From an optimization exercise on the open Yosys and OpenROAD flow, aimed at a short achievable clock period and few clock cycles; shortcuts taken in it are not production practice.
RTL that was checked went through simulation tests only; none was proved equivalent to the original.
Power figures rest on the tool's default switching activity, not on a simulated workload.

north:
Design microprocessor, start of the top module:
module microprocessor #(parameter N = 8, ROM_addressBits = 6, RF_addressBits = 3) (
  input  logic                           clk             ,
  input  logic                           rst_n           ,
  input  logic [ 3+2*(RF_addressBits):0] ROM_data        ,
  input  logic [                  N-1:0] SRAM_data       ,
  output logic                           overflowPC      ,
  output logic                           ROM_readEnable  ,
  output logic                           SRAM_readEnable ,
  output logic                           SRAM_writeEnable,
  output logic [    ROM_addressBits-1:0] ROM_address     ,
  output logic [(2**RF_addressBits)-1:0] SRAM_address    ,
  output logic [                  N-1:0] SRAM_data_in
);
Size: roughly 2000 cells after synthesis, about 460 flip-flops, ~46 I/O pins, ~22000 um2 of cells after synthesis.
clock: 6.0 ns
lec_check: 0
cap_margin: 20
core_margin: 2
core_utilization: 40
setup_slack_margin: 3.5
slew_margin: 20
run.sh (not shown) runs the stock make flow with config.mk's settings and CLKGATE_MAP_FILE= SYNTH_SCRIPT=/design/flow/synth_recipe.tcl, a recipe that flattens the netlist after the stock synthesis.
No stage failed in north, and the final checks on the layout all came back clean.
Testbench counts of north, summed over its fixed seeds: cycles 22,799.
Edits applied to the flow inputs when going from north to south:
--- a/flow/design.v
+++ b/flow/design.v
@@ -129,19 +129,20 @@
   logic       w_v;
   logic [2:0] w_dst;
   logic [7:0] e_g, e_t, e_G, e_T, e_c, e_k, sum, e_res;
   logic       e_cout, e_ovf, e_z;
   always_comb begin
     e_g   = e_A & e_B;
     e_t   = e_A | e_B;
     {e_G, e_T} = prefix8(e_g, e_t);
-    e_c   = {(e_G[6:0] & {7{e_cen}}) | (e_T[6:0] & {7{e_cin}}), e_cin};
+    e_c   = {(e_G[6:0] & {7{e_cen}}) | (e_T[6:0] & {7{e_cin}}), e_cin} |
+            (e_g & {8{e_or}}) | (e_t & {8{e_and}});
     sum   = (e_A ^ e_c) ^ e_B;
-    e_res = e_and ? e_g : e_or ? e_t : sum;
+    e_res = sum;
     e_cout = e_G[7] | (e_T[7] & e_cin);
     e_ovf = e_cen & (e_c[7] ^ e_cout);
     e_k   = e_cen ? {e_t[6:0], e_cin} : 8'd0;
     e_z   = e_and ? ~|e_g : e_or ? ~|e_t : &(~((e_A ^ e_k) ^ e_B));
   end
   wire e_wen = e_v & e_wr;
   logic [2:0] Fn;
   always_comb begin
--- outcome ---
south: flow completed, timing, DRC and antenna clean. south vs. north: die outline width went down about 0.5%, total power of the final layout went down 120 uW. Comparing south and north, the lower met1 wire length was measured on south. north → south: switching share of power now sits lower; worst setup slack was more or less identical.
The RTL of south was laid out without a check of its function.

* * *

The RTL this note starts from:
==> flow/design.v <==
parameter ADD     = 4'b0000;
parameter SUB     = 4'b0001;
parameter AND     = 4'b0010;
parameter OR      = 4'b0011;
parameter XOR     = 4'b0100;
parameter NOT     = 4'b0101;
parameter MOV     = 4'b0110;
parameter NOP     = 4'b0111;
parameter LOAD    = 4'b1000;
parameter STORE   = 4'b1001;
parameter LOAD_IM = 4'b1010;
parameter BRN_Z   = 4'b1011;
parameter BRN_N   = 4'b1100;
parameter BRN_O   = 4'b1101;
parameter BRN     = 4'b1110;
module microprocessor #(parameter N = 8, ROM_addressBits = 6, RF_addressBits = 3) (
  input  logic                           clk             ,
  input  logic                           rst_n           ,
  input  logic [ 3+2*(RF_addressBits):0] ROM_data        ,
  input  logic [                  N-1:0] SRAM_data       ,
  output logic                           overflowPC      ,
  output logic                           ROM_readEnable  ,
  output logic                           SRAM_readEnable ,
  output logic                           SRAM_writeEnable,
  output logic [    ROM_addressBits-1:0] ROM_address     ,
  output logic [(2**RF_addressBits)-1:0] SRAM_address    ,
  output logic [                  N-1:0] SRAM_data_in
);
parameter ADD     = 4'b0000;
parameter SUB     = 4'b0001;
parameter AND     = 4'b0010;
parameter OR      = 4'b0011;
parameter XOR     = 4'b0100;
parameter NOT     = 4'b0101;
parameter MOV     = 4'b0110;
parameter NOP     = 4'b0111;
parameter LOAD    = 4'b1000;
parameter STORE   = 4'b1001;
parameter LOAD_IM = 4'b1010;
parameter BRN_Z   = 4'b1011;
parameter BRN_N   = 4'b1100;
parameter BRN_O   = 4'b1101;
parameter BRN     = 4'b1110;
  function automatic logic [15:0] prefix8(input logic [7:0] g, input logic [7:0] t);
    logic [7:0] G, T;
    G = g; T = t;
    for (int l = 0; l < 3; l++)
      for (int i = 0; i < 8; i++)
        if ((i >> l) & 1) begin
          G[i] = G[i] | (T[i] & G[((i >> l) << l) - 1]);
          T[i] = T[i] & T[((i >> l) << l) - 1];
        end
    prefix8 = {G, T};
  endfunction
  function automatic logic [7:0] add8(input logic [7:0] a, input logic [7:0] b,
                                      input logic cin);
    logic [7:0] G, T, c;
    {G, T} = prefix8(a & b, a | b);
    c = {G[6:0] | (T[6:0] & {7{cin}}), cin};
    add8 = (a ^ c) ^ b;
  endfunction
  function automatic logic [5:0] inc6(input logic [5:0] x);
    inc6 = x ^ {&x[4:0], &x[3:0], &x[2:0], &x[1:0], x[0], 1'b1};
  endfunction
  logic [7:0] R [0:7];           
  logic [2:0] F;                 
  logic       ov_reg;            
  logic       dead;              
  logic [5:0] FA;                
  logic [5:0] FAo;               
  logic       re;                
  logic       rv;                
  logic [5:0] rpc;               
  logic       rpred;             
  logic       rfold;             
  logic       stl;               
  logic       hz;                
  logic       kv;
  logic [9:0] kir;
  logic [5:0] kpc;
  logic       kpred, kfold;
  logic       iv;
  logic [9:0] ir;
  logic [5:0] ipc;
  logic       ipred, ifold;
  logic       ilast;             
  logic [2:0] i_sa, i_sm;        
  logic [5:0] i_pcm1;            
  logic [5:0] ipc1;              
  localparam int NA = 8, NB = 4;
  logic [NA-1:0] av;
  logic [5:0]    atag [NA];
  logic [5:0]    aT   [NA];
  logic [2:0]    aptr;
  logic [NB-1:0] bv;
  logic [5:0]    btag [NB];
  logic [5:0]    bT   [NB];
  logic [1:0]    bptr;
  logic       ta_v, tb_v, tc_v, tn_v;
  logic [5:0] t_i, t_im1, t_tgt;
  logic       l_v;               
  logic [5:0] l_pc;              
  logic       l_brn;             
  logic       e_v;
  logic       e_wr;              
  logic       e_fl;              
  logic       e_clr;             
  logic       e_ld;              
  logic [2:0] e_dst;
  logic       e_cen;             
  logic       e_and, e_or;       
  logic [7:0] e_A, e_B;
  logic       e_cin;
  logic       w_v;
  logic [2:0] w_dst;
  logic [7:0] e_g, e_t, e_G, e_T, e_c, e_k, sum, e_res;
  logic       e_cout, e_ovf, e_z;
  always_comb begin
    e_g   = e_A & e_B;
    e_t   = e_A | e_B;
    {e_G, e_T} = prefix8(e_g, e_t);
    e_c   = {(e_G[6:0] & {7{e_cen}}) | (e_T[6:0] & {7{e_cin}}), e_cin};
    sum   = (e_A ^ e_c) ^ e_B;
    e_res = e_and ? e_g : e_or ? e_t : sum;
    e_cout = e_G[7] | (e_T[7] & e_cin);
    e_ovf = e_cen & (e_c[7] ^ e_cout);
    e_k   = e_cen ? {e_t[6:0], e_cin} : 8'd0;
    e_z   = e_and ? ~|e_g : e_or ? ~|e_t : &(~((e_A ^ e_k) ^ e_B));
  end
  wire e_wen = e_v & e_wr;
  logic [2:0] Fn;
  always_comb begin
    if (e_v & e_clr)     Fn = 3'b000;
    else if (e_v & e_fl) Fn = {e_ovf, e_res[7], e_z};
    else                 Fn = F;
  end
  wire       ivld = iv & ~ov_reg & ~dead;
  wire [3:0] op   = ir[9:6];
  wire [2:0] fa   = ir[5:3];
  wire [2:0] fb   = ir[2:0];
  wire is_alu2 = (op == ADD) | (op == SUB) | (op == AND) | (op == OR) | (op == XOR);
  wire is_not  = (op == NOT);
  wire is_mov  = (op == MOV);
  wire is_ld   = (op == LOAD);
  wire is_st   = (op == STORE);
  wire is_ldi  = (op == LOAD_IM);
  wire is_cbr  = (op == BRN_Z) | (op == BRN_N) | (op == BRN_O);
  wire is_brn  = (op == BRN);
  wire is_und  = (op == 4'hF);
  wire is_br   = is_cbr | is_brn;
  logic [7:0] va, vb, vm;
  always_comb begin
    if (e_wen && e_dst == i_sa)    va = e_res;
    else if (w_v && w_dst == i_sa) va = SRAM_data;
    else                           va = R[i_sa];
    if (e_wen && e_dst == fb)      vb = e_res;
    else if (w_v && w_dst == fb)   vb = SRAM_data;
    else                           vb = R[fb];
    if (e_wen && e_dst == i_sm)    vm = e_res;
    else if (w_v && w_dst == i_sm) vm = SRAM_data;
    else                           vm = R[i_sm];
  end
  wire stall  = ivld & hz;
  wire go     = ivld & ~stall;
  wire [7:0] tsum  = add8({2'b00, ipc}, {3'b000, ir[4:0]} ^ {8{ir[5]}}, ir[5]);
  wire [5:0] itgt  = tsum[5:0];
  wire       itoor = tsum[6];
  logic cond;
  always_comb begin
    case (op)
      BRN_Z:   cond = Fn[0];
      BRN_N:   cond = Fn[1];
      BRN_O:   cond = Fn[2];
      default: cond = 1'b0;
    endcase
  end
  wire c_tk     = is_cbr & cond;
  wire c_nt     = is_cbr & ~cond;
  wire redirect = go & ((~itoor & ((is_brn & ~ipred) | (c_tk & ~ipred))) |
                        (c_nt & ipred & ~ilast));
  wire [5:0] rd_tgt = c_nt ? ipc1 : itgt;
  wire d_halt   = go & ((is_brn | c_tk) ? itoor : (~is_und & ilast));
  wire [9:0] s_ir   = stl ? kir   : ROM_data;
  wire [3:0] s_op   = s_ir[9:6];
  wire       s_not  = (s_op == NOT);
  wire       s_alu2 = (s_op == ADD) | (s_op == SUB) | (s_op == AND) | (s_op == OR) | (s_op == XOR);
  wire       s_usea = s_alu2 | s_not | (s_op == STORE);
  wire       s_useb = s_alu2 | s_not | (s_op == MOV) | (s_op == LOAD) | (s_op == STORE);
  wire [2:0] s_sa   = s_not ? 3'd1 : s_ir[5:3];
  wire [2:0] s_sm   = (s_op == STORE) ? s_ir[5:3] : s_ir[2:0];
  wire       hz_n   = go & is_ld & s_v & ((s_usea & (s_sa == fa)) | (s_useb & (s_ir[2:0] == fa)));
  wire       s_v    = stl ? kv    : rv;
  wire [5:0] s_pc   = stl ? kpc   : rpc;
  wire       s_pred = stl ? kpred : rpred;
  wire       s_fold = stl ? kfold : rfold;
  assign ROM_address    = FAo;
  assign ROM_readEnable = re;
  assign overflowPC     = ov_reg;
  logic       f_hita, f_hitb;
  logic [5:0] f_ta, f_tb;
  always_comb begin
    f_hita = 1'b0; f_ta = 6'd0;
    for (int i = 0; i < NA; i++)
      if (av[i] && atag[i] == FA) begin f_hita = 1'b1; f_ta = f_ta | aT[i]; end
    f_hitb = 1'b0; f_tb = 6'd0;
    for (int i = 0; i < NB; i++)
      if (bv[i] && btag[i] == FA) begin f_hitb = 1'b1; f_tb = f_tb | bT[i]; end
  end
  wire [5:0] fa_next    = f_hita ? f_ta : f_hitb ? f_tb : inc6(FA);
  logic [NA-1:0] wa_m, wa_mn;
  logic [NB-1:0] wb_m, wb_mn;
  always_comb begin
    for (int i = 0; i < NA; i++) wa_mn[i] = av[i] && atag[i] == ipc;
    for (int i = 0; i < NB; i++) wb_mn[i] = bv[i] && btag[i] == i_pcm1;
  end
  logic [5:0] FA_n, FAo_n;
  logic       stl_n;
  always_comb begin
    if (redirect)        begin FA_n = rd_tgt;     stl_n = 0; end
    else begin
      FA_n  = stl ? FA : fa_next;
      stl_n = stall;
    end
    if (redirect)        FAo_n = rd_tgt;
    else                 FAo_n = stl ? FAo : fa_next;
  end
  always_ff @(posedge clk or negedge rst_n) begin
    if (!rst_n) begin
      FA <= 0; FAo <= 0; re <= 1; rv <= 0; rpred <= 0; stl <= 0; kv <= 0; kpred <= 0;
      iv <= 0; ipred <= 0;
      ta_v <= 0; tb_v <= 0; tc_v <= 0; tn_v <= 0; l_v <= 0;
      ov_reg <= 0; dead <= 0;
      av <= 0; aptr <= 0; bv <= 0; bptr <= 0;
      e_v <= 0; w_v <= 0; hz <= 0;
      SRAM_readEnable <= 0; SRAM_writeEnable <= 0;
      F <= 0;
    end else begin
      FA  <= FA_n;
      FAo <= FAo_n;
      stl <= stl_n;
      re  <= ~stl_n;
      if (redirect) begin
        rv  <= 0;
        iv  <= 0;
      end else begin
        if (!stl) begin
          rv    <= 1'b1;
          rpred <= f_hita;
        end
        if (stall) begin
          kv    <= rv;
          kpred <= rpred;
        end else begin
          iv    <= s_v;
          ipred <= s_pred;
        end
      end
      if (d_halt) ov_reg <= 1;
      if (go & is_und) dead <= 1;
      ta_v <= go & is_brn & ~itoor;
      tb_v <= go & is_brn & ~itoor & l_v & ~l_brn & (inc6(l_pc) == ipc);
      tc_v <= go & c_tk & ~itoor & ~ipred;
      tn_v <= go & c_nt & ipred;
      if (go) l_v <= 1;
      if (ta_v | tc_v) begin
        if (wa_m == 0) begin av[aptr] <= 1'b1; aptr <= aptr + 3'd1; end
      end
      if (tn_v) av <= av & ~wa_m;
      if (tb_v) begin
        if (wb_m == 0) begin bv[bptr] <= 1'b1; bptr <= bptr + 2'd1; end
      end
      e_v <= go;
      w_v <= e_v & e_ld;
      hz  <= hz_n;
      SRAM_readEnable  <= go & is_ld;
      SRAM_writeEnable <= go & is_st;
      F <= Fn;
    end
  end
  always_ff @(posedge clk) begin
    if (!stl) begin
      rpc   <= FA;
      rfold <= ~f_hita & f_hitb;
    end
    if (stall) begin
      kir   <= ROM_data;
      kpc   <= rpc;
      kfold <= rfold;
    end else begin
      ir    <= s_ir;
      i_sa  <= s_sa;
      i_sm  <= s_sm;
      i_pcm1 <= s_pc - 6'd1;
      ipc   <= s_pc;
      ifold <= s_fold;
      ilast <= (s_pc == 6'd63);
      ipc1  <= inc6(s_pc);
    end
    e_wr  <= is_alu2 | is_not | is_mov | is_ldi;
    e_fl  <= is_alu2 | is_not | is_mov;
    e_clr <= is_br | ifold;
    e_ld  <= is_ld;
    e_dst <= fa;
    e_cen <= (op == ADD) | (op == SUB);
    e_and <= (op == AND);
    e_or  <= (op == OR) | (op == MOV) | ~(is_alu2 | is_not);
    e_A   <= (is_mov | ~(is_alu2 | is_not)) ? 8'd0 : va;
    e_B   <= (op == SUB) ? ~vb : (is_alu2 | is_not | is_mov) ? vb : {{5{fb[2]}}, fb};
    e_cin <= (op == SUB);
    SRAM_address <= vm;
    SRAM_data_in <= vb;
    w_dst <= e_dst;
    t_i   <= ipc;
    t_im1 <= i_pcm1;
    wa_m  <= wa_mn;
    wb_m  <= wb_mn;
    t_tgt <= itgt;
    if (go) begin
      l_pc  <= ipc;
      l_brn <= is_brn;
    end
    for (int i = 0; i < NA; i++)
      if ((ta_v | tc_v) && (wa_m[i] || (wa_m == 0 && aptr == i))) begin
        atag[i] <= t_i;
        aT[i]   <= t_tgt;
      end
    for (int i = 0; i < NB; i++)
      if (tb_v && (wb_m[i] || (wb_m == 0 && bptr == i))) begin
        btag[i] <= t_im1;
        bT[i]   <= t_tgt;
      end
  end
  always_ff @(posedge clk or negedge rst_n) begin
    if (!rst_n) begin
      for (int i = 0; i < 8; i++) R[i] <= (i == 1) ? 8'hFF : 8'h00;
    end else begin
      for (int i = 0; i < 8; i++) begin
        if (e_wen && e_dst == i)      R[i] <= e_res;
        else if (w_v && w_dst == i)   R[i] <= SRAM_data;
      end
    end
  end
endmodule
make LEC_CHECK=0 CAP_MARGIN=20 CORE_MARGIN=2 CORE_UTILIZATION=40 SETUP_SLACK_MARGIN=3.5 SLEW_MARGIN=20 finish   # period 6.0 ns
Then changed:
--- a/flow/design.v
+++ b/flow/design.v
@@ -83,10 +83,8 @@
   logic [9:0] ir;
   logic [5:0] ipc;
   logic       ipred, ifold;
   logic       ilast;             
-  logic [2:0] i_sa, i_sm;        
-  logic [5:0] i_pcm1;            
   logic [5:0] ipc1;              
   localparam int NA = 8, NB = 4;
   logic [NA-1:0] av;
   logic [5:0]    atag [NA];
@@ -147,19 +145,17 @@
   wire is_cbr  = (op == BRN_Z) | (op == BRN_N) | (op == BRN_O);
   wire is_brn  = (op == BRN);
   wire is_und  = (op == 4'hF);
   wire is_br   = is_cbr | is_brn;
-  logic [7:0] va, vb, vm;
+  wire [2:0] sa = is_not ? 3'd1 : fa;
+  logic [7:0] va, vb;
   always_comb begin
-    if (e_wen && e_dst == i_sa)    va = e_res;
-    else if (w_v && w_dst == i_sa) va = SRAM_data;
-    else                           va = R[i_sa];
-    if (e_wen && e_dst == fb)      vb = e_res;
-    else if (w_v && w_dst == fb)   vb = SRAM_data;
-    else                           vb = R[fb];
-    if (e_wen && e_dst == i_sm)    vm = e_res;
-    else if (w_v && w_dst == i_sm) vm = SRAM_data;
-    else                           vm = R[i_sm];
+    if (e_wen && e_dst == sa)    va = e_res;
+    else if (w_v && w_dst == sa) va = SRAM_data;
+    else                         va = R[sa];
+    if (e_wen && e_dst == fb)    vb = e_res;
+    else if (w_v && w_dst == fb) vb = SRAM_data;
+    else                         vb = R[fb];
   end
   wire stall  = ivld & hz;
   wire go     = ivld & ~stall;
   wire [7:0] tsum  = add8({2'b00, ipc}, {3'b000, ir[4:0]} ^ {8{ir[5]}}, ir[5]);
@@ -186,9 +182,8 @@
   wire       s_alu2 = (s_op == ADD) | (s_op == SUB) | (s_op == AND) | (s_op == OR) | (s_op == XOR);
   wire       s_usea = s_alu2 | s_not | (s_op == STORE);
   wire       s_useb = s_alu2 | s_not | (s_op == MOV) | (s_op == LOAD) | (s_op == STORE);
   wire [2:0] s_sa   = s_not ? 3'd1 : s_ir[5:3];
-  wire [2:0] s_sm   = (s_op == STORE) ? s_ir[5:3] : s_ir[2:0];
   wire       hz_n   = go & is_ld & s_v & ((s_usea & (s_sa == fa)) | (s_useb & (s_ir[2:0] == fa)));
   wire       s_v    = stl ? kv    : rv;
   wire [5:0] s_pc   = stl ? kpc   : rpc;
   wire       s_pred = stl ? kpred : rpred;
@@ -206,13 +201,13 @@
     for (int i = 0; i < NB; i++)
       if (bv[i] && btag[i] == FA) begin f_hitb = 1'b1; f_tb = f_tb | bT[i]; end
   end
   wire [5:0] fa_next    = f_hita ? f_ta : f_hitb ? f_tb : inc6(FA);
-  logic [NA-1:0] wa_m, wa_mn;
-  logic [NB-1:0] wb_m, wb_mn;
+  logic [NA-1:0] wa_m;
+  logic [NB-1:0] wb_m;
   always_comb begin
-    for (int i = 0; i < NA; i++) wa_mn[i] = av[i] && atag[i] == ipc;
-    for (int i = 0; i < NB; i++) wb_mn[i] = bv[i] && btag[i] == i_pcm1;
+    for (int i = 0; i < NA; i++) wa_m[i] = av[i] && atag[i] == t_i;
+    for (int i = 0; i < NB; i++) wb_m[i] = bv[i] && btag[i] == t_im1;
   end
   logic [5:0] FA_n, FAo_n;
   logic       stl_n;
   always_comb begin
@@ -287,11 +282,8 @@
       kpc   <= rpc;
       kfold <= rfold;
     end else begin
       ir    <= s_ir;
-      i_sa  <= s_sa;
-      i_sm  <= s_sm;
-      i_pcm1 <= s_pc - 6'd1;
       ipc   <= s_pc;
       ifold <= s_fold;
       ilast <= (s_pc == 6'd63);
       ipc1  <= inc6(s_pc);
@@ -306,15 +298,13 @@
     e_or  <= (op == OR) | (op == MOV) | ~(is_alu2 | is_not);
     e_A   <= (is_mov | ~(is_alu2 | is_not)) ? 8'd0 : va;
     e_B   <= (op == SUB) ? ~vb : (is_alu2 | is_not | is_mov) ? vb : {{5{fb[2]}}, fb};
     e_cin <= (op == SUB);
-    SRAM_address <= vm;
+    SRAM_address <= is_st ? va : vb;
     SRAM_data_in <= vb;
     w_dst <= e_dst;
     t_i   <= ipc;
-    t_im1 <= i_pcm1;
-    wa_m  <= wa_mn;
-    wb_m  <= wb_mn;
+    t_im1 <= ipc - 6'd1;
     t_tgt <= itgt;
     if (go) begin
       l_pc  <= ipc;
       l_brn <= is_brn;
After rerunning: The changed run completed with no timing, DRC or antenna violations. Cell area falls by a few percent. Worst hold slack is about the same. Setup slack gains 0.039 ns. Flip-flop and latch count falls by 23. Routed wire length falls by a few percent. Utilization rises by 1.3 points. Global-route usage rises by 0.26 points. Area after synthesis falls by a few percent. Synthesized cell count falls by a little under a tenth. Power falls by a few percent. Count of clock-buffer cells in the layout falls by 13. Die area falls by a few percent. Non-clock buffer count rises by 15. Clock power falls by a few percent.
No run of this note included a check of the RTL's function; only the layout flow was run.

[port drivers added, routing unchanged]
Ports are ideal in the flow. The routed layouts listed here were re-timed in OpenROAD.
Step 1 assumes that a clkbuf_16 drives the clock port and a buf_2 every other input.
Step 2 times the ports against the registers' clock, not the clock port: input delays grow and output delays shrink by t, the midpoint of the rising clock arrivals with the driver on.
a / b / c = no drivers / after step 1 / after step 2; a / b = the first two.
run | t, ns | slack for setup (ns) | worst setup path at the end
north | 0.657 | 3.398 / 3.398 / 2.952 | input to register
south | 0.651 | 3.399 / 3.399 / 2.916 | input to register
the first run of note 2 | 0.635 | 3.155 / 3.155 / 2.976 | input to register
the second run of note 2 | 0.629 | 3.194 / 3.194 / 2.995 | input to register
After both steps setup and hold are still met in every run listed. The setup slack of south, which loses most, moves by 0.000 ns with the drivers and by -0.483 ns with both steps.
